Source: an optimization exercise on an open RTL-to-GDS flow (aim: small area). Production flows keep margins and buffers that such runs may drop. Function was checked by simulation only, so behaviour that the tests miss may differ from the original. Power is estimated from default activity; no workload was simulated.

==> inputs of violet <==
Design projeto_vinho_top, start of the top module:
module projeto_vinho_top (
    input  wire       CLOCK_50,
    input  wire       KEY0,        
    input  wire       KEY1,        
    input  wire [7:0] SW,
    output wire [9:0] LEDR,
    output wire [6:0] HEX0,
    output wire [6:0] HEX1,
    output wire [6:0] HEX2,
    output wire [6:0] HEX3
);
export LEC_CHECK = 0
export CAP_MARGIN = 0
export CORE_MARGIN = 2
export CORE_UTILIZATION = 40
export CTS_BUF_LIST = sky130_fd_sc_hd__clkbuf_8
export PLACE_DENSITY = 0.6
export SLEW_MARGIN = 0
create_clock -name core_clock -period 10.0 [get_ports {CLOCK_50}]
standard.sh (not shown) runs the stock make flow with config.mk's settings and CLKGATE_MAP_FILE= SYNTH_SCRIPT=/design/flow/synth_recipe.tcl, a recipe that flattens the netlist after the stock synthesis.
==> flow/flow/run.sh <==
#!/bin/bash
# The standard layout (standard.sh: ORFS from synthesis to the routed
# layout), with these changes:
#  - synthesis is synth_recipe.tcl unchanged except that ORFS's synth.tcl maps
#    the logic with flow/abc.script, an area-oriented ABC script, in place of
#    abc_speed.script, and leaves adders to ABC (no extract_fa/ADDER_MAP_FILE
#    step); registers are mapped before ABC runs, so they are the standard
#    synthesis's, with the same names and cells;
#  - the port buffers that global placement inserts are sky130_fd_sc_hd__buf_1;
#  - right after global placement (flow/downsize.tcl) every logic cell starts
#    at the smallest drive strength of its function; the resizer's
#    repair_design and repair_timing later in the flow upsize whatever slew,
#    load or timing then calls for;
#  - clock tree synthesis uses clkbuf_8 buffers and inserts no dummy loads;
#  - the floorplan does not split the tie cells (SKIP_REPAIR_TIE_FANOUT).
# Each tool's full output goes to standard.log here.
set -euo pipefail
W=$PWD

sed 's|^source \$::env(SCRIPTS_DIR)/synth_preamble.tcl$|&\nset abc_args [lreplace $abc_args 1 1 '"$W"'/flow/abc.script]\nunset -nocomplain ::env(ADDER_MAP_FILE)|' \
  "$FLOW_HOME/scripts/synth.tcl" > "$W/synth_abc.tcl"
grep -q "flow/abc.script" "$W/synth_abc.tcl"
grep -q "unset -nocomplain ::env(ADDER_MAP_FILE)" "$W/synth_abc.tcl"
sed 's|\$::env(SCRIPTS_DIR)/synth.tcl|'"$W"'/synth_abc.tcl|' synth_recipe.tcl > "$W/synth_recipe_abc.tcl"
grep -q "synth_abc.tcl" "$W/synth_recipe_abc.tcl"
sed 's|SYNTH_SCRIPT=[^ ]*synth_recipe.tcl|SYNTH_SCRIPT='"$W"'/synth_recipe_abc.tcl|' standard.sh > "$W/standard_abc.sh"
grep -q "synth_recipe_abc.tcl" "$W/standard_abc.sh"

export BUFFER_PORTS_ARGS="-buffer_cell sky130_fd_sc_hd__buf_1"
export POST_GLOBAL_PLACE_TCL="$W/flow/downsize.tcl"
export CTS_ARGS="-sink_clustering_enable -repair_clock_nets -buf_list sky130_fd_sc_hd__clkbuf_8 -dont_use_dummy_load"
export SKIP_REPAIR_TIE_FANOUT=1
bash "$W/standard_abc.sh" > standard.log 2>&1
==> flow/flow/abc.script <==
&get -n
&st
&put
strash
dch -f
amap
strash
dch -f
amap
strash
dch -f
amap
strash
dch -f
amap
Other scripts of this flow, unchanged in this note and not shown: flow/flow/downsize.tcl
==> inputs of umber, as changes to violet <==
--- a/flow/design.v
+++ b/flow/design.v
@@ -28,11 +28,16 @@
     wire temporizado = (estado == ESTEIRA) | (estado == VEDANDO) |
                        (estado == DESCARTANDO) | (estado == APROVADO);
     always @(posedge clk or posedge reset) begin
         if (reset) begin
             estado <= IDLE;
+            r      <= 10'd0;
         end else begin
+            if (temporizado & ~fim)
+                r <= {~r[8:0], r[9] ^ r[6]};
+            else
+                r <= 10'd0;
             case (estado)
                 IDLE:        if (cmd_iniciar) estado <= ESTEIRA;
                 ESTEIRA:     if (fim) estado <= ENCHENDO;
                 ENCHENDO:    if (alarme_rolha) estado <= IDLE;
                              else if (sensor_nivel) estado <= VEDANDO;
@@ -43,15 +48,10 @@
                 APROVADO:    if (fim) estado <= ESTEIRA;
                 default:     estado <= IDLE;
             endcase
         end
     end
-    always @(posedge clk)
-        if (temporizado & ~fim)
-            r <= {~r[8:0], r[9] ^ r[6]};
-        else
-            r <= 10'd0;
     assign esteira           = (estado == ESTEIRA) & ~primeiro;
     assign valvula_ativa     = (estado == ENCHENDO);
     assign vedacao_ativa     = (estado == VEDANDO);
     assign decrementar_rolha = (estado == VEDANDO) & primeiro;
     assign posicao_cq        = (estado == POSICAO_CQ);
@@ -97,16 +97,21 @@
                         ({5{d_mais1}} & {d[3:0], ~d[4]}) |
                         ({5{d_mais2}} & {1'b0, d[1], d[0], 2'b11}) |
                         ({5{d_menos}} & {~d[0], d[4:1]});
     always @(posedge clk or posedge reset) begin
         if (reset) begin
+            r                  <= 10'd0;
             dispensador_ativo  <= 1'b0;
             gasto              <= 1'b0;
             alarme_rolha_vazia <= 1'b0;
             dezena             <= 5'b00011;      
             unidade            <= 5'b00000;
         end else begin
+            if (dispensador_ativo)
+                r <= {~r[8:0], r[9] ^ r[6]};
+            else
+                r <= 10'd0;
             if (dispensador_ativo & fim) begin
                 dispensador_ativo <= 1'b0;
                 gasto             <= 1'b1;
             end else if (c5 & ~gasto) begin
                 dispensador_ativo <= 1'b1;
@@ -114,15 +119,10 @@
             unidade <= u_prox;
             dezena  <= d_prox;
             alarme_rolha_vazia <= c0 | (c1 & decrementar);
         end
     end
-    always @(posedge clk)
-        if (dispensador_ativo)
-            r <= {~r[8:0], r[9] ^ r[6]};
-        else
-            r <= 10'd0;
 endmodule
 module contador_duzias_v2 (
     input  wire clk,
     input  wire reset,
     input  wire incrementar,
@@ -149,13 +149,11 @@
                 end
             end
         end
     end
 endmodule
-module debounce #(
-    parameter PULSO_RESET = 1
-) (
+module debounce (
     input  wire clk,
     input  wire reset,
     input  wire button_in,
     output reg  pulse_out
 );
@@ -171,31 +169,23 @@
         if (reset) begin
             button_sync_0   <= 1'b1;
             button_sync_1   <= 1'b1;
             button_stable_n <= 1'b0;
             r               <= 5'b00000;
+            pulse_out       <= 1'b0;
         end else begin
             button_sync_0 <= button_in;
             button_sync_1 <= button_sync_0;
+            pulse_out     <= queda;
             if (differ & fim)
                 button_stable_n <= ~button_sync_1;
             if (differ & ~fim)
                 r <= {~r[3:0], (r[4] ^ r[1]) & ~queda};
             else
                 r <= {cai, 4'b0000};
         end
     end
-    generate
-        if (PULSO_RESET) begin : pulso_com_reset
-            always @(posedge clk or posedge reset)
-                if (reset) pulse_out <= 1'b0;
-                else       pulse_out <= queda;
-        end else begin : pulso_sem_reset
-            always @(posedge clk)
-                pulse_out <= queda;
-        end
-    endgenerate
 endmodule
 module decodificador_display (
     input  wire [4:0] j,
     output wire [6:0] hex
 );
@@ -229,13 +219,13 @@
     output wire [6:0] HEX3
 );
     wire clk   = CLOCK_50;
     wire reset = ~KEY1;
     wire sensor_nivel, aprovado_cq, reprovado_cq, sw_adicionar_rolha, pulso_start;
-    debounce #(.PULSO_RESET(0)) debounce_sensor   (.clk(clk), .reset(reset), .button_in(SW[1]), .pulse_out(sensor_nivel));
-    debounce #(.PULSO_RESET(0)) debounce_apro_cq  (.clk(clk), .reset(reset), .button_in(SW[2]), .pulse_out(aprovado_cq));
-    debounce #(.PULSO_RESET(0)) debounce_repro_cq (.clk(clk), .reset(reset), .button_in(SW[3]), .pulse_out(reprovado_cq));
+    debounce debounce_sensor   (.clk(clk), .reset(reset), .button_in(SW[1]), .pulse_out(sensor_nivel));
+    debounce debounce_apro_cq  (.clk(clk), .reset(reset), .button_in(SW[2]), .pulse_out(aprovado_cq));
+    debounce debounce_repro_cq (.clk(clk), .reset(reset), .button_in(SW[3]), .pulse_out(reprovado_cq));
     debounce debounce_add_rolha(.clk(clk), .reset(reset), .button_in(SW[7]), .pulse_out(sw_adicionar_rolha));
     debounce debounce_start    (.clk(clk), .reset(reset), .button_in(KEY0),  .pulse_out(pulso_start));
     wire alarme_rolha_vazia, dispensador_ativo;
     wire motor_ativo, valvula_ativa, vedacao_ativa, decrementar_rolha;
     wire descarte_ativo, garrafa_aprovada, posicao_cq;
--- a/flow/flow/run.sh
+++ b/flow/flow/run.sh
@@ -9,11 +9,11 @@
 #  - the port buffers that global placement inserts are sky130_fd_sc_hd__buf_1;
 #  - right after global placement (flow/downsize.tcl) every logic cell starts
 #    at the smallest drive strength of its function; the resizer's
 #    repair_design and repair_timing later in the flow upsize whatever slew,
 #    load or timing then calls for;
-#  - clock tree synthesis uses clkbuf_8 buffers and inserts no dummy loads;
+#  - clock tree synthesis uses buf_6 buffers and inserts no dummy loads;
 #  - the floorplan does not split the tie cells (SKIP_REPAIR_TIE_FANOUT).
 # Each tool's full output goes to standard.log here.
 set -euo pipefail
 W=$PWD
 
@@ -26,8 +26,8 @@
 sed 's|SYNTH_SCRIPT=[^ ]*synth_recipe.tcl|SYNTH_SCRIPT='"$W"'/synth_recipe_abc.tcl|' standard.sh > "$W/standard_abc.sh"
 grep -q "synth_recipe_abc.tcl" "$W/standard_abc.sh"
 
 export BUFFER_PORTS_ARGS="-buffer_cell sky130_fd_sc_hd__buf_1"
 export POST_GLOBAL_PLACE_TCL="$W/flow/downsize.tcl"
-export CTS_ARGS="-sink_clustering_enable -repair_clock_nets -buf_list sky130_fd_sc_hd__clkbuf_8 -dont_use_dummy_load"
+export CTS_ARGS="-sink_clustering_enable -repair_clock_nets -buf_list sky130_fd_sc_hd__buf_6 -dont_use_dummy_load"
 export SKIP_REPAIR_TIE_FANOUT=1
 bash "$W/standard_abc.sh" > standard.log 2>&1
- CORE_UTILIZATION: 40 -> 70
- PLACE_DENSITY: 0.6 -> 0.85
==> inputs of fjord, as changes to violet <==
--- a/flow/design.v
+++ b/flow/design.v
@@ -28,11 +28,16 @@
     wire temporizado = (estado == ESTEIRA) | (estado == VEDANDO) |
                        (estado == DESCARTANDO) | (estado == APROVADO);
     always @(posedge clk or posedge reset) begin
         if (reset) begin
             estado <= IDLE;
-        end else begin
+            r      <= 10'd0;
+        end else begin
+            if (temporizado & ~fim)
+                r <= {~r[8:0], r[9] ^ r[6]};
+            else
+                r <= 10'd0;
             case (estado)
                 IDLE:        if (cmd_iniciar) estado <= ESTEIRA;
                 ESTEIRA:     if (fim) estado <= ENCHENDO;
                 ENCHENDO:    if (alarme_rolha) estado <= IDLE;
                              else if (sensor_nivel) estado <= VEDANDO;
@@ -43,15 +48,10 @@
                 APROVADO:    if (fim) estado <= ESTEIRA;
                 default:     estado <= IDLE;
             endcase
         end
     end
-    always @(posedge clk)
-        if (temporizado & ~fim)
-            r <= {~r[8:0], r[9] ^ r[6]};
-        else
-            r <= 10'd0;
     assign esteira           = (estado == ESTEIRA) & ~primeiro;
     assign valvula_ativa     = (estado == ENCHENDO);
     assign vedacao_ativa     = (estado == VEDANDO);
     assign decrementar_rolha = (estado == VEDANDO) & primeiro;
     assign posicao_cq        = (estado == POSICAO_CQ);
@@ -97,16 +97,21 @@
                         ({5{d_mais1}} & {d[3:0], ~d[4]}) |
                         ({5{d_mais2}} & {1'b0, d[1], d[0], 2'b11}) |
                         ({5{d_menos}} & {~d[0], d[4:1]});
     always @(posedge clk or posedge reset) begin
         if (reset) begin
+            r                  <= 10'd0;
             dispensador_ativo  <= 1'b0;
             gasto              <= 1'b0;
             alarme_rolha_vazia <= 1'b0;
             dezena             <= 5'b00011;      
             unidade            <= 5'b00000;
         end else begin
+            if (dispensador_ativo)
+                r <= {~r[8:0], r[9] ^ r[6]};
+            else
+                r <= 10'd0;
             if (dispensador_ativo & fim) begin
                 dispensador_ativo <= 1'b0;
                 gasto             <= 1'b1;
             end else if (c5 & ~gasto) begin
                 dispensador_ativo <= 1'b1;
@@ -114,88 +119,83 @@
             unidade <= u_prox;
             dezena  <= d_prox;
             alarme_rolha_vazia <= c0 | (c1 & decrementar);
         end
     end
-    always @(posedge clk)
-        if (dispensador_ativo)
-            r <= {~r[8:0], r[9] ^ r[6]};
-        else
-            r <= 10'd0;
 endmodule
 module contador_duzias_v2 (
     input  wire clk,
     input  wire reset,
     input  wire incrementar,
-    output reg  [3:0] contador_valor    
+    output reg  [4:0] unidade,
+    output reg        dezena
 );
     reg [3:0] doze;                      
     reg       incrementar_prev;
     wire pulso_subida = incrementar & ~incrementar_prev;
-    wire doze_fim     = doze[3] & doze[1] & doze[0];                  
-    wire valor_fim    = contador_valor[3] & contador_valor[1];        
-    always @(posedge clk or posedge reset) begin
-        if (reset) begin
-            contador_valor   <= 4'd0;
+    wire doze_fim     = doze[3] & doze[1] & doze[0];         
+    wire unid9        = unidade[4] & ~unidade[3];
+    always @(posedge clk or posedge reset) begin
+        if (reset) begin
+            unidade          <= 5'd0;
+            dezena           <= 1'b0;
             doze             <= 4'd0;
             incrementar_prev <= 1'b0;
         end else begin
             incrementar_prev <= incrementar;
             if (pulso_subida) begin
                 if (doze_fim) begin
                     doze <= 4'd0;
-                    contador_valor <= valor_fim ? 4'd0 : contador_valor + 4'd1;
+                    if (dezena) begin
+                        dezena <= 1'b0;
+                    end else if (unid9) begin
+                        dezena  <= 1'b1;
+                        unidade <= 5'd0;
+                    end else begin
+                        unidade <= {unidade[3:0], ~unidade[4]};
+                    end
                 end else begin
                     doze <= doze + 4'd1;
                 end
             end
         end
     end
 endmodule
-module debounce #(
-    parameter PULSO_RESET = 1
-) (
+module debounce (
     input  wire clk,
     input  wire reset,
     input  wire button_in,
     output reg  pulse_out
 );
     reg       button_sync_0;
     reg       button_sync_1;
     reg       button_stable_n;         
+    reg       button_stable_prev_n;    
     reg [4:0] r;
     wire differ = ~(button_sync_1 ^ button_stable_n);
     wire fim    = r[2] & r[1] & r[0];
-    wire queda  = r[4] & ~r[3] & ~r[1];        
-    wire cai    = differ & fim & ~button_stable_n;
-    always @(posedge clk or posedge reset) begin
-        if (reset) begin
-            button_sync_0   <= 1'b1;
-            button_sync_1   <= 1'b1;
-            button_stable_n <= 1'b0;
-            r               <= 5'b00000;
-        end else begin
-            button_sync_0 <= button_in;
-            button_sync_1 <= button_sync_0;
+    always @(posedge clk or posedge reset) begin
+        if (reset) begin
+            button_sync_0      <= 1'b1;
+            button_sync_1      <= 1'b1;
+            button_stable_n      <= 1'b0;
+            button_stable_prev_n <= 1'b0;
+            r                  <= 5'b00000;
+            pulse_out          <= 1'b0;
+        end else begin
+            button_sync_0      <= button_in;
+            button_sync_1      <= button_sync_0;
+            button_stable_prev_n <= button_stable_n;
+            pulse_out            <= ~button_stable_prev_n & button_stable_n;
             if (differ & fim)
                 button_stable_n <= ~button_sync_1;
             if (differ & ~fim)
-                r <= {~r[3:0], (r[4] ^ r[1]) & ~queda};
+                r <= {~r[3:0], r[4] ^ r[1]};
             else
-                r <= {cai, 4'b0000};
-        end
-    end
-    generate
-        if (PULSO_RESET) begin : pulso_com_reset
-            always @(posedge clk or posedge reset)
-                if (reset) pulse_out <= 1'b0;
-                else       pulse_out <= queda;
-        end else begin : pulso_sem_reset
-            always @(posedge clk)
-                pulse_out <= queda;
-        end
-    endgenerate
+                r <= 5'b00000;
+        end
+    end
 endmodule
 module decodificador_display (
     input  wire [4:0] j,
     output wire [6:0] hex
 );
@@ -229,13 +229,13 @@
     output wire [6:0] HEX3
 );
     wire clk   = CLOCK_50;
     wire reset = ~KEY1;
     wire sensor_nivel, aprovado_cq, reprovado_cq, sw_adicionar_rolha, pulso_start;
-    debounce #(.PULSO_RESET(0)) debounce_sensor   (.clk(clk), .reset(reset), .button_in(SW[1]), .pulse_out(sensor_nivel));
-    debounce #(.PULSO_RESET(0)) debounce_apro_cq  (.clk(clk), .reset(reset), .button_in(SW[2]), .pulse_out(aprovado_cq));
-    debounce #(.PULSO_RESET(0)) debounce_repro_cq (.clk(clk), .reset(reset), .button_in(SW[3]), .pulse_out(reprovado_cq));
+    debounce debounce_sensor   (.clk(clk), .reset(reset), .button_in(SW[1]), .pulse_out(sensor_nivel));
+    debounce debounce_apro_cq  (.clk(clk), .reset(reset), .button_in(SW[2]), .pulse_out(aprovado_cq));
+    debounce debounce_repro_cq (.clk(clk), .reset(reset), .button_in(SW[3]), .pulse_out(reprovado_cq));
     debounce debounce_add_rolha(.clk(clk), .reset(reset), .button_in(SW[7]), .pulse_out(sw_adicionar_rolha));
     debounce debounce_start    (.clk(clk), .reset(reset), .button_in(KEY0),  .pulse_out(pulso_start));
     wire alarme_rolha_vazia, dispensador_ativo;
     wire motor_ativo, valvula_ativa, vedacao_ativa, decrementar_rolha;
     wire descarte_ativo, garrafa_aprovada, posicao_cq;
@@ -265,41 +265,21 @@
         .alarme_rolha_vazia(alarme_rolha_vazia),
         .dezena(rolhas_dezena),
         .unidade(rolhas_unidade)
     );
     wire reset_duzias = reset | pulso_start;
-    wire [3:0] duzias;
+    wire [4:0] duzias_unidade;
+    wire       duzias_dezena;
     contador_duzias_v2 contador_duzias_inst (
         .clk(clk),
         .reset(reset_duzias),
         .incrementar(garrafa_aprovada),
-        .contador_valor(duzias)
+        .unidade(duzias_unidade),
+        .dezena(duzias_dezena)
     );
     assign LEDR = {motor_ativo, valvula_ativa, vedacao_ativa, descarte_ativo,
                    dispensador_ativo, posicao_cq, 3'b000, alarme_rolha_vazia};
     decodificador_display dec_rolhas_u (.j(rolhas_unidade), .hex(HEX0));
     decodificador_display dec_rolhas_d (.j(rolhas_dezena),  .hex(HEX1));
-    wire duzias_dez = duzias[3] & duzias[1];
-    reg  [6:0] hex2;
-    always @(*) begin
-        case (duzias)
-            4'd0:  hex2 = 7'b1000000;
-            4'd1:  hex2 = 7'b1111001;
-            4'd2:  hex2 = 7'b0100100;
-            4'd3:  hex2 = 7'b0110000;
-            4'd4:  hex2 = 7'b0011001;
-            4'd5:  hex2 = 7'b0010010;
-            4'd6:  hex2 = 7'b0000010;
-            4'd7:  hex2 = 7'b1111000;
-            4'd8:  hex2 = 7'b0000000;
-            4'd9:  hex2 = 7'b0010000;
-            4'd10: hex2 = 7'b1000000;
-            4'd11: hex2 = 7'b0110000;
-            4'd12: hex2 = 7'b0011001;
-            4'd13: hex2 = 7'b0010010;
-            4'd14: hex2 = 7'b0000010;
-            default: hex2 = 7'b1111000;
-        endcase
-    end
-    assign HEX2 = hex2;
-    assign HEX3 = duzias_dez ? 7'b1111001 : 7'b1000000;
-endmodule
+    decodificador_display dec_duzias_u (.j(duzias_unidade), .hex(HEX2));
+    assign HEX3 = duzias_dezena ? 7'b1111001 : 7'b1000000;
+endmodule
==> flow/flow/run.sh (replaced) <==
#!/bin/bash
# The standard layout (standard.sh: ORFS from synthesis to the routed
# layout), with these changes:
#  - synthesis is synth_recipe.tcl unchanged except that ORFS's synth.tcl maps
#    the logic with flow/abc.script, an area-oriented ABC script, in place of
#    abc_speed.script; registers are mapped before ABC runs, so they are the
#    standard synthesis's, with the same names and cells;
#  - the port buffers that global placement inserts are sky130_fd_sc_hd__buf_1;
#  - right after global placement (flow/downsize.tcl) every logic cell starts
#    at the smallest drive strength of its function; the resizer's
#    repair_design and repair_timing later in the flow upsize whatever slew,
#    load or timing then calls for;
#  - clock tree synthesis uses clkbuf_8 buffers and inserts no dummy loads;
#  - the floorplan does not split the tie cells (SKIP_REPAIR_TIE_FANOUT).
# Each tool's full output goes to standard.log here.
set -euo pipefail
W=$PWD

sed 's|^source \$::env(SCRIPTS_DIR)/synth_preamble.tcl$|&\nset abc_args [lreplace $abc_args 1 1 '"$W"'/flow/abc.script]|' \
  "$FLOW_HOME/scripts/synth.tcl" > "$W/synth_abc.tcl"
grep -q "flow/abc.script" "$W/synth_abc.tcl"
sed 's|\$::env(SCRIPTS_DIR)/synth.tcl|'"$W"'/synth_abc.tcl|' synth_recipe.tcl > "$W/synth_recipe_abc.tcl"
grep -q "synth_abc.tcl" "$W/synth_recipe_abc.tcl"
sed 's|SYNTH_SCRIPT=[^ ]*synth_recipe.tcl|SYNTH_SCRIPT='"$W"'/synth_recipe_abc.tcl|' standard.sh > "$W/standard_abc.sh"
grep -q "synth_recipe_abc.tcl" "$W/standard_abc.sh"

export BUFFER_PORTS_ARGS="-buffer_cell sky130_fd_sc_hd__buf_1"
export POST_GLOBAL_PLACE_TCL="$W/flow/downsize.tcl"
export CTS_ARGS="-sink_clustering_enable -repair_clock_nets -buf_list sky130_fd_sc_hd__clkbuf_8 -dont_use_dummy_load"
export SKIP_REPAIR_TIE_FANOUT=1
bash "$W/standard_abc.sh" > standard.log 2>&1
==> flow/flow/abc.script (replaced) <==
&get -n
&st
&syn3
&put
dch -f
amap
strash
dch -f
amap
==> qor summary <==
	umber	fjord	violet
Global-route track usage on met3	6.40%	3.49%	2.55%
Final standard cell area without fillers	3900 um2	4170 um2	3850 um2
Core area	5070 um2	9330 um2	8680 um2
Horizontal die dimension	76.5 um	102 um	98.5 um
Overall global routing resource usage	24.1%	14.2%	13.5%
Internal power consumption	0.651 mW	0.792 mW	0.661 mW
Fraction of final layout cells with drive strength greater than 1	6.39%	6.25%	6.39%
Final net count	404	417	404
Power share of the combinational group	27.7%	32.7%	26.7%
Share of the yosys chip area belonging to registers	61.6%	63.2%	60.3%
Clock latency on the worst-skew pair	0.30 ns	0.35 ns	0.35 ns
Post-synthesis compound-gate area fraction	13.8%	13.4%	14.1%
Sequential standard cell area	2270 um2	2440 um2	2150 um2
Outcome	no timing/DRC/antenna violations	no timing/DRC/antenna violations	no timing/DRC/antenna violations

==> what the ideal ports hide <==
The results above use ideal ports. As a check the final layouts listed here were re-extracted and re-timed, cells and wires unchanged. Step 1 assumes that a clkbuf_16 drives the clock port and a buf_2 every other input. Step 2 moves the port delays by t, midway between the first and last clock arrival at a register: inputs arrive t later, outputs are due t later. That takes back most of the time a late clock gives input paths. Slacks: ideal ports / drivers / drivers and shift; pairs: ideal ports / drivers.
run | shift t [ns] | setup slack, ns | hold WS [ns] | latest minus earliest clock arrival (ns)
violet | 0.360 | 6.308 / 6.279 / 6.639 | 0.358 / 0.358 / 0.358 | 0.030 / 0.030
umber | 0.318 | 5.978 / 5.949 / 6.266 | 0.349 / 0.349 / 0.349 | 0.024 / 0.025
fjord | 0.366 | 5.964 / 5.933 / 6.300 | 0.358 / 0.358 / 0.358 | 0.025 / 0.025
After both steps setup and hold are still met in every run listed.
